From an optimization exercise on the open Yosys and OpenROAD flow, aimed at a short achievable clock period and few clock cycles; shortcuts taken in it are not production practice.
Only simulation tests tie the RTL to the original design; equivalence was not proved.

==> run a: inputs <==
Design Temple, start of the top module:
module Temple #(
    parameter ADDR_WIDTH = 16,
    parameter DATA_WIDTH = 16
) (
    input                   clk,
    rst,
    output [ADDR_WIDTH-1:0] addr,
    input  [          15:0] rd_data,
    output [          15:0] wr_data,
    output                  en
);
clock: 7.0 ns
lec_check: 0
abc_clock_period_in_ps: 2500
cap_margin: 20
core_margin: 2
core_utilization: 20
place_density: 0.4
setup_slack_margin: 3.5
slew_margin: 20
standard.sh (not shown) runs the stock make flow with config.mk's settings and CLKGATE_MAP_FILE= SYNTH_SCRIPT=/design/flow/synth_recipe.tcl, a recipe that flattens the netlist after the stock synthesis.
==> flow/flow/run.sh <==
#!/bin/bash
# The standard layout (standard.sh), with two changes: the port buffers are
# buf_4 cells instead of the smallest buffer, and the resizer may change a
# cell to one with another footprint (a stronger flip-flop of the same type,
# a faster buffer). make's output goes to flow_make.log here; each ORFS step
# keeps its own log under orfs/logs.
set -o pipefail
bash standard.sh MATCH_CELL_FOOTPRINT=0 "BUFFER_PORTS_ARGS=-buffer_cell sky130_fd_sc_hd__buf_4" finish > flow_make.log 2>&1
==> run b (differences from run a) <==
--- a/flow/design.v
+++ b/flow/design.v
@@ -94,14 +94,12 @@
   reg  [     4:0] pw_r;
   reg  [     4:0] e_l;   
   reg  [    15:0] e_imm;   
   reg  [     2:0] e_cond;   
   reg  [    15:0] opr;   
   reg             msel;   
-  reg             sdf_r;
-  reg  [    15:0] sdf_pc;
   reg             en_r;   
   reg             o_fsel;   
   reg  [    14:0] o_opr;   
   reg  [    14:0] o_fa;   
   reg  [    15:0] o_wd;   
   reg  [    15:0] acc;
@@ -142,13 +140,12 @@
       3'd4: brcond = zz;
       3'd5: brcond = zz | cc;
       3'd6: brcond = zz | nn;
       default: brcond = 1'b1;
     endcase
   endfunction
-  wire evx = ev & ~sdf_r;
   wire e_nor = e_op[OP_NOR], e_add = e_op[OP_ADD], e_ld = e_op[OP_LD], e_move = e_op[OP_MOVE];
   wire e_sd = e_op[OP_SD], e_seti = e_op[OP_SETI], e_jl = e_op[OP_JL], e_srl = e_op[OP_SRL];
   wire [15:0] aa = e_za ? 16'h0000 : acc;
   wire [16:0] sum;
   ksadd adder (
       .a  (opr),
@@ -168,56 +165,56 @@
   wire zk = (e_k == 2'd0) ? z0 : ((e_k == 2'd1) ? z1 : z2);
   reg c_n, n_n, z_n;   
   always @(*) begin
     c_n = cf;
     n_n = nf;
     z_n = zf;
-    if (evx & e_nor) begin
+    if (ev & e_nor) begin
       c_n = 1'b0;
       n_n = ~orv[15];
       z_n = &orv;
     end
-    if (evx & e_add) begin
+    if (ev & e_add) begin
       c_n = (e_k != 2'd0) ? zk : sum[16];
       n_n = sum[15];
       z_n = zk;
     end
-    if (evx & e_srl) begin
+    if (ev & e_srl) begin
       c_n = 1'b0;
       n_n = 1'b0;
       z_n = ~|acc[15:1];
     end
   end
   reg [15:0] acc_o;   
   always @(*) begin
     acc_o = acc;
-    if (evx) begin
+    if (ev) begin
       if (e_nor) acc_o = ~orv;
       if (e_srl) acc_o = {1'b0, acc[15:1]};
       if (e_ld) acc_o = rd_data;
       if (e_seti) acc_o = e_imm;
     end
   end
-  wire e_addv = evx & e_add;
+  wire e_addv = ev & e_add;
   wire [15:0] acc_n = e_addv ? sum[15:0] : acc_o;
-  wire e_setf = evx & (e_nor | e_add | e_srl);
-  wire taken = evx & e_jl & brcond(e_cond, cf, nf, zf);
+  wire e_setf = ev & (e_nor | e_add | e_srl);
+  wire taken = ev & e_jl & brcond(e_cond, cf, nf, zf);
   wire [15:0] pcq = pcb + {13'd0, padv};
   wire [11:0] pcb1 = pcb[15:4] + 12'd1;
-  wire sdhit = evx & e_sd & ((opr[15:4] == pcb[15:4]) | (opr[15:4] == pcb1) | (opr[15:4] == fa[15:4]));
-  wire kill = taken | sdf_r;
-  wire wa = evx & e_mv;
-  wire wb = evx & e_jl;
-  wire wc = evx & e_sm;   
+  wire sdflush = ev & e_sd & ((opr[15:4] == pcb[15:4]) | (opr[15:4] == pcb1) | (opr[15:4] == fa[15:4]));
+  wire kill = taken | sdflush;
+  wire wa = ev & e_mv;
+  wire wb = ev & e_jl;
+  wire wc = ev & e_sm;   
   wire wd = pw_v;   
   assign addr = o_fsel ? {o_fa, 1'b0} : {o_opr, 1'b0};
   assign wr_data = o_wd;
   assign en = en_r;
   wire [14:0] faw = fa[15:1];
   wire [14:0] tw = opr[15:1];
-  wire sdcw = evx & e_sd;   
+  wire sdcw = ev & e_sd;   
   wire [CB-1:0] sdi = tw[CB-1:0];
   wire hita = cah, hitb = cbh;
   wire [15:0] cda = caw, cdb = cbw;
   wire lh0 = c_v[faw[CB-1:0]] & (c_tag[faw[CB-1:0]] == faw[14:CB]);
   wire lh1 = c_v[cw1[CB-1:0]] & (c_tag[cw1[CB-1:0]] == cw1[14:CB]);
   wire lh2 = c_v[cw2[CB-1:0]] & (c_tag[cw2[CB-1:0]] == cw2[14:CB]);
@@ -225,13 +222,13 @@
   wire [15:0] ld0 = c_dat[faw[CB-1:0]];
   wire [15:0] ld1 = c_dat[cw1[CB-1:0]];
   wire [15:0] ld2 = c_dat[cw2[CB-1:0]];
   wire [15:0] ld3 = c_dat[cw3[CB-1:0]];
   wire room = ~vt[QN-3];
   wire pfetch = ~msel & room;
-  wire cfetch = msel & ~e_jl & hita & room;
+  wire cfetch = msel & ~taken & hita & room;
   wire useb = pfetch & hitb;
   wire [2:0] op0 = q[0][7:5], op1 = q[1][7:5], op2 = q[2][7:5], op3 = q[3][7:5];
   wire [4:0] r0 = q[0][4:0], r1 = q[1][4:0], r2 = q[2][4:0], r3 = q[3][4:0];
   wire [2:0] op[0:6];
   wire [4:0] rr[0:6];
   wire [6:0] pm, pn, pa, pi, ps, pj, pr, pw;   
@@ -312,14 +309,14 @@
   wire os0 = ~fuse & ~g0_c;
   wire os1 = fuse ? ~g1_c : g0_c;
   wire os2 = fuse & g1_c;
   wire [15:0] opd = ({16{os0}} & opd0) | ({16{os1}} & opd1) | ({16{os2}} & opd2);
   wire d_tk = e_setf | brcond(bl[7:5], cf, nf, zf);
   wire d_ld = mop == OP_LD, d_sd = mop == OP_SD, d_jl = mop == OP_JL;
-  wire ins_odd = (msel & e_jl) ? opr[0] : fa[0];
-  wire [15:0] wa_d = (msel & ~e_jl) ? cda : rd_data;   
+  wire ins_odd = taken ? opr[0] : fa[0];
+  wire [15:0] wa_d = (msel & ~taken) ? cda : rd_data;   
   reg  [7:0] insb[0:3];
   wire [15:0] insp[0:3];
   assign insp[0] = {pdec(insb[0]), insb[0]};
   assign insp[1] = {pdec(insb[1]), insb[1]};
   assign insp[2] = {pdec(insb[2]), insb[2]};
   assign insp[3] = {pdec(insb[3]), insb[3]};
@@ -333,13 +330,13 @@
       insb[0] = wa_d[7:0];
       insb[1] = wa_d[15:8];
       insb[2] = cdb[7:0];
       insb[3] = cdb[15:8];
     end
   end
-  wire ins_en = (taken | pfetch | cfetch) & ~sdf_r;
+  wire ins_en = (taken | pfetch | cfetch) & ~sdflush;
   wire [4:0] nh;
   assign nh[0] = ~ins_en;
   assign nh[1] = ins_en & ins_odd & ~useb;
   assign nh[2] = ins_en & ~ins_odd & ~useb;
   assign nh[3] = ins_en & ins_odd & useb;
   assign nh[4] = ins_en & ~ins_odd & useb;
@@ -356,23 +353,25 @@
   always @(*) begin
     for (i = 0; i < QN + 6; i = i + 1) begin
       strm[i] = (i < QN) ? q[i] : 16'h0000;
       if (i >= QN || !vt[i+1])
         for (j = 0; j < 4; j = j + 1) if (i >= j && i - j <= QN && ceq[i-j]) strm[i] = insp[j];
     end
+    if (taken) begin
+      for (i = 0; i < QN + 6; i = i + 1) strm[i] = (i < 4) ? insp[i] : 16'h0000;
+    end
   end
   reg [15:0] qn[0:QN-1];
   always @(*) begin
     for (i = 0; i < QN; i = i + 1) begin
       qn[i] = ({16{sh[0]}} & strm[i]) | ({16{sh[1]}} & strm[i+1]) | ({16{sh[2]}} & strm[i+2]) |
               ({16{sh[3]}} & strm[i+3]) | ({16{sh[4]}} & strm[i+4]) | ({16{sh[5]}} & strm[i+5]) |
               ({16{sh[6]}} & strm[i+6]);
-      if (taken) qn[i] = (i < 4) ? insp[i] : 16'h0000;
     end
   end
-  wire [QN+3:1] vb = (taken | sdf_r) ? {(QN + 3) {1'b0}} : vt;
+  wire [QN+3:1] vb = (taken | sdflush) ? {(QN + 3) {1'b0}} : vt;
   reg [10:0] kd;
   integer a, b;
   always @(*) begin
     kd = 11'd0;
     for (a = 0; a < 7; a = a + 1)
       for (b = 0; b < 5; b = b + 1) kd[b-a+6] = kd[b-a+6] | (sh[a] & nh[b]);
@@ -400,13 +399,12 @@
       cah   <= 1'b0;
       cbh   <= 1'b0;
       ev   <= 1'b0;
       msel <= 1'b0;
       o_fsel <= 1'b1;
       pw_v <= 1'b0;
-      sdf_r <= 1'b0;
       o_fa <= 15'd0;
       o_wd <= 16'd0;
       en_r <= 1'b0;
       acc  <= 16'd0;
       cf   <= 1'b0;
       nf   <= 1'b0;
@@ -414,16 +412,15 @@
       c_v  <= {NC{1'b0}};
     end else begin
       vt   <= vn;
       ev   <= dv;
       msel <= dv & (d_ld | d_sd | (d_jl & d_tk));
       o_fsel <= ~(dv & (d_ld | d_sd | (d_jl & d_tk)));
-      pw_v <= evx & e_sx;
-      if (evx) o_wd <= acc_n;
-      sdf_r <= sdhit;
-      en_r <= dv & d_sd & ~sdhit;
+      pw_v <= ev & e_sx;
+      if (ev) o_wd <= acc_n;
+      en_r <= dv & d_sd;
       cf   <= c_n;
       nf   <= n_n;
       zf   <= z_n;
       if (taken) begin
         pcb <= opr;
         padv <= 3'd0;
@@ -431,20 +428,20 @@
         o_fa <= tw + 15'd1;
         cw1 <= tw + 15'd2;
         cw2 <= tw + 15'd3;
         cw3 <= tw + 15'd4;
         cah  <= 1'b0;
         cbh  <= 1'b0;
-      end else if (sdf_r) begin
-        pcb <= sdf_pc;
+      end else if (sdflush) begin
+        pcb <= pcq;
         padv <= 3'd0;
-        fa  <= sdf_pc;
-        o_fa <= sdf_pc[15:1];
-        cw1 <= sdf_pc[15:1] + 15'd1;
-        cw2 <= sdf_pc[15:1] + 15'd2;
-        cw3 <= sdf_pc[15:1] + 15'd3;
+        fa  <= pcq;
+        o_fa <= pcq[15:1];
+        cw1 <= pcq[15:1] + 15'd1;
+        cw2 <= pcq[15:1] + 15'd2;
+        cw3 <= pcq[15:1] + 15'd3;
         cah  <= 1'b0;
         cbh  <= 1'b0;
       end else begin
         pcb <= pcq;
         padv <= s_n;
         if (pfetch | cfetch) begin
@@ -464,23 +461,23 @@
           cbw  <= ld1;
         end
       end
       acc  <= acc_n;
       if (pfetch) c_v[faw[CB-1:0]] <= 1'b1;
       else if (taken) c_v[tw[CB-1:0]] <= 1'b1;
-      else if (evx & e_sd) c_v[tw[CB-1:0]] <= 1'b1;
+      else if (ev & e_sd) c_v[tw[CB-1:0]] <= 1'b1;
     end
   end
   always @(posedge clk) begin
     if (pfetch) begin
       c_tag[faw[CB-1:0]] <= faw[14:CB];
       c_dat[faw[CB-1:0]] <= rd_data;
     end else if (taken) begin
       c_tag[tw[CB-1:0]] <= tw[14:CB];
       c_dat[tw[CB-1:0]] <= rd_data;
-    end else if (evx & e_sd) begin
+    end else if (ev & e_sd) begin
       c_tag[tw[CB-1:0]] <= tw[14:CB];
       c_dat[tw[CB-1:0]] <= acc;
     end
   end
   always @(posedge clk) begin
     for (i = 0; i < QN; i = i + 1) q[i] <= qn[i];
@@ -489,13 +486,12 @@
     e_op  <= 8'd1 << mop;
     e_za  <= mza;
     e_k   <= mk;
     e_sm  <= msm;
     e_sx  <= sfx;
     pw_r  <= e_smr;
-    sdf_pc <= pcq;
     e_smr <= msr;
     e_l   <= bl[4:0];
     e_imm <= {bh, bl};
     e_cond <= bl[7:5];
     opr   <= opd;
     if (dv) o_opr <= opd[15:1];
==> flow/run.sh (new file) <==
#!/bin/bash
# synth_recipe.tcl (not shown) runs the flow's synth.tcl, then flattens the netlist and writes it again
# the make line also repeats each setting of config.mk as NAME=value (left out here)
make -C /OpenROAD-flow-scripts/flow DESIGN_CONFIG=/design/flow/config.mk WORK_HOME=/design/flow/orfs CLKGATE_MAP_FILE= SYNTH_SCRIPT=/design/flow/synth_recipe.tcl finish
removed: flow/flow/run.sh
removed: flow/standard.sh
==> run c (differences from run a) <==
--- a/flow/design.v
+++ b/flow/design.v
@@ -94,16 +94,17 @@
   reg  [     4:0] pw_r;
   reg  [     4:0] e_l;   
   reg  [    15:0] e_imm;   
   reg  [     2:0] e_cond;   
   reg  [    15:0] opr;   
   reg             msel;   
+  reg             mls;   
+  reg             mjl;   
   reg             sdf_r;
   reg  [    15:0] sdf_pc;
   reg             en_r;   
-  reg             o_fsel;   
   reg  [    14:0] o_opr;   
   reg  [    14:0] o_fa;   
   reg  [    15:0] o_wd;   
   reg  [    15:0] acc;
   reg             cf, nf, zf;
   reg  [29*16-1:0] rfv;   
@@ -206,13 +207,13 @@
   wire sdhit = evx & e_sd & ((opr[15:4] == pcb[15:4]) | (opr[15:4] == pcb1) | (opr[15:4] == fa[15:4]));
   wire kill = taken | sdf_r;
   wire wa = evx & e_mv;
   wire wb = evx & e_jl;
   wire wc = evx & e_sm;   
   wire wd = pw_v;   
-  assign addr = o_fsel ? {o_fa, 1'b0} : {o_opr, 1'b0};
+  assign addr = msel ? {o_opr, 1'b0} : {o_fa, 1'b0};
   assign wr_data = o_wd;
   assign en = en_r;
   wire [14:0] faw = fa[15:1];
   wire [14:0] tw = opr[15:1];
   wire sdcw = evx & e_sd;   
   wire [CB-1:0] sdi = tw[CB-1:0];
@@ -225,13 +226,13 @@
   wire [15:0] ld0 = c_dat[faw[CB-1:0]];
   wire [15:0] ld1 = c_dat[cw1[CB-1:0]];
   wire [15:0] ld2 = c_dat[cw2[CB-1:0]];
   wire [15:0] ld3 = c_dat[cw3[CB-1:0]];
   wire room = ~vt[QN-3];
   wire pfetch = ~msel & room;
-  wire cfetch = msel & ~e_jl & hita & room;
+  wire cfetch = mls & hita & room;
   wire useb = pfetch & hitb;
   wire [2:0] op0 = q[0][7:5], op1 = q[1][7:5], op2 = q[2][7:5], op3 = q[3][7:5];
   wire [4:0] r0 = q[0][4:0], r1 = q[1][4:0], r2 = q[2][4:0], r3 = q[3][4:0];
   wire [2:0] op[0:6];
   wire [4:0] rr[0:6];
   wire [6:0] pm, pn, pa, pi, ps, pj, pr, pw;   
@@ -312,14 +313,14 @@
   wire os0 = ~fuse & ~g0_c;
   wire os1 = fuse ? ~g1_c : g0_c;
   wire os2 = fuse & g1_c;
   wire [15:0] opd = ({16{os0}} & opd0) | ({16{os1}} & opd1) | ({16{os2}} & opd2);
   wire d_tk = e_setf | brcond(bl[7:5], cf, nf, zf);
   wire d_ld = mop == OP_LD, d_sd = mop == OP_SD, d_jl = mop == OP_JL;
-  wire ins_odd = (msel & e_jl) ? opr[0] : fa[0];
-  wire [15:0] wa_d = (msel & ~e_jl) ? cda : rd_data;   
+  wire ins_odd = mjl ? opr[0] : fa[0];
+  wire [15:0] wa_d = mls ? cda : rd_data;   
   reg  [7:0] insb[0:3];
   wire [15:0] insp[0:3];
   assign insp[0] = {pdec(insb[0]), insb[0]};
   assign insp[1] = {pdec(insb[1]), insb[1]};
   assign insp[2] = {pdec(insb[2]), insb[2]};
   assign insp[3] = {pdec(insb[3]), insb[3]};
@@ -367,27 +368,23 @@
               ({16{sh[3]}} & strm[i+3]) | ({16{sh[4]}} & strm[i+4]) | ({16{sh[5]}} & strm[i+5]) |
               ({16{sh[6]}} & strm[i+6]);
       if (taken) qn[i] = (i < 4) ? insp[i] : 16'h0000;
     end
   end
   wire [QN+3:1] vb = (taken | sdf_r) ? {(QN + 3) {1'b0}} : vt;
-  reg [10:0] kd;
-  integer a, b;
-  always @(*) begin
-    kd = 11'd0;
-    for (a = 0; a < 7; a = a + 1)
-      for (b = 0; b < 5; b = b + 1) kd[b-a+6] = kd[b-a+6] | (sh[a] & nh[b]);
-  end
-  wire [QN+12:0] vx = {6'b000000, vb, 4'b1111};
+  reg [QN+9:1] va;
   reg [QN+3:1] vn;
-  integer d;
   always @(*) begin
+    for (i = 1; i <= QN + 9; i = i + 1) begin
+      va[i] = nh[0] & ((i <= QN + 3) ? vb[i] : 1'b0);
+      for (j = 1; j < 5; j = j + 1)
+        va[i] = va[i] | (nh[j] & ((i <= j) ? 1'b1 : ((i - j <= QN + 3) ? vb[i-j] : 1'b0)));
+    end
     for (i = 1; i <= QN + 3; i = i + 1) begin
       vn[i] = 1'b0;
-      for (d = 0; d < 11; d = d + 1)
-        if (i - d + 6 >= -3) vn[i] = vn[i] | (kd[d] & vx[i-d+6+3]);
+      for (j = 0; j < 7; j = j + 1) vn[i] = vn[i] | (sh[j] & va[i+j]);
     end
   end
   wire [2:0] s_n = {sh[4] | sh[5] | sh[6], sh[2] | sh[3] | sh[6], sh[1] | sh[3] | sh[5]};
   always @(posedge clk, negedge rst) begin
     if (!rst) begin
       vt   <= {(QN + 3) {1'b0}};
@@ -398,13 +395,14 @@
       cw2  <= 15'd2;
       cw3  <= 15'd3;
       cah   <= 1'b0;
       cbh   <= 1'b0;
       ev   <= 1'b0;
       msel <= 1'b0;
-      o_fsel <= 1'b1;
+      mls  <= 1'b0;
+      mjl  <= 1'b0;
       pw_v <= 1'b0;
       sdf_r <= 1'b0;
       o_fa <= 15'd0;
       o_wd <= 16'd0;
       en_r <= 1'b0;
       acc  <= 16'd0;
@@ -413,13 +411,14 @@
       zf   <= 1'b0;
       c_v  <= {NC{1'b0}};
     end else begin
       vt   <= vn;
       ev   <= dv;
       msel <= dv & (d_ld | d_sd | (d_jl & d_tk));
-      o_fsel <= ~(dv & (d_ld | d_sd | (d_jl & d_tk)));
+      mls  <= dv & (d_ld | d_sd);
+      mjl  <= dv & d_jl & d_tk;
       pw_v <= evx & e_sx;
       if (evx) o_wd <= acc_n;
       sdf_r <= sdhit;
       en_r <= dv & d_sd & ~sdhit;
       cf   <= c_n;
       nf   <= n_n;
Settings changed: CORE_UTILIZATION 20 to 32, PLACE_DENSITY 0.4 to 0.55.
==> summary.txt <==
Outcome: run b complete, but fails checks; run a finished clean; run c finished clean
Layout check failures: run b antenna violations; run a -; run c -
Fraction of layout instances using a drive strength above 1: run b 35.3%; run a 31.1%; run c 24.3%
Initial Util: run b 20.0%; run a 20.1%; run c 32.2%
Netlist cell types: run b 113; run a 104; run c 101
Std-Cell Core Area: run b 618000 µm²; run a 615000 µm²; run c 386000 µm²
Synthesized-area fraction occupied by adder cells: run b 0.792%; run a 0.795%; run c 0.801%
Portion of synthesized cell area occupied by the leading cell type: run b 32.6%; run a 32.7%; run c 32.5%
Slew margin rel.: run b 18.9%; run a 16.1%; run c 16.0%
Reg-to-reg critical path endpoint: run b q[2][10]; run a vt[8]; run c cah
Most numerous cell on the critical path: run b sky130_fd_sc_hd__nor2_2; run a sky130_fd_sc_hd__buf_12; run c -
Residual antenna-violating net count after detailed routing: run b 1; run a 0; run c 0
Std cell rows: run b 289; run a 288; run c 228
Number of clock buffer instances in the layout: run b 272; run a 295; run c 276
CP Launch Point: run b vt[2]; run a q[2][10]; run c cw2[4]
Required arrival time at the worst endpoint: run b 7.79 ns; run a 7.76 ns; run c 7.82 ns
Transition time at the pin with the least slew margin: run b 1.21 ns; run a 1.25 ns; run c 1.26 ns
Testbench counts of run a, summed over its fixed seeds: cycles 103,580.
Testbench counts of run b, summed over its fixed seeds: cycles 103,500.
Testbench counts of run c, summed over its fixed seeds: cycles 103,580.

separate check: timing with driven ports:
How much do the figures lean on ideal ports? The routed layouts below were timed once more, with nothing changed but the port constraints.
Step 1 assumes that a clkbuf_16 drives the clock port and a buf_2 every other input.
Step 2 moves the port delays by t, midway between the first and last clock arrival at a register: inputs arrive t later, outputs are due t later. That takes back most of the time a late clock gives input paths.
Three values: ideal, step 1, step 2; two values: the first two.
run	t (ns)	setup WS [ns]	worst setup path after step 2	cell pins on the clock port's net
run a	1.087	3.276 / 3.200 / 2.308	input to register	1
run b	1.067	3.016 / 3.016 / 1.983	input to register	1
run c	1.071	3.277 / 3.277 / 2.679	input to register	1
For run b, which loses most, drivers alone change the setup slack by 0.000 ns; drivers and shift together by -1.033 ns.
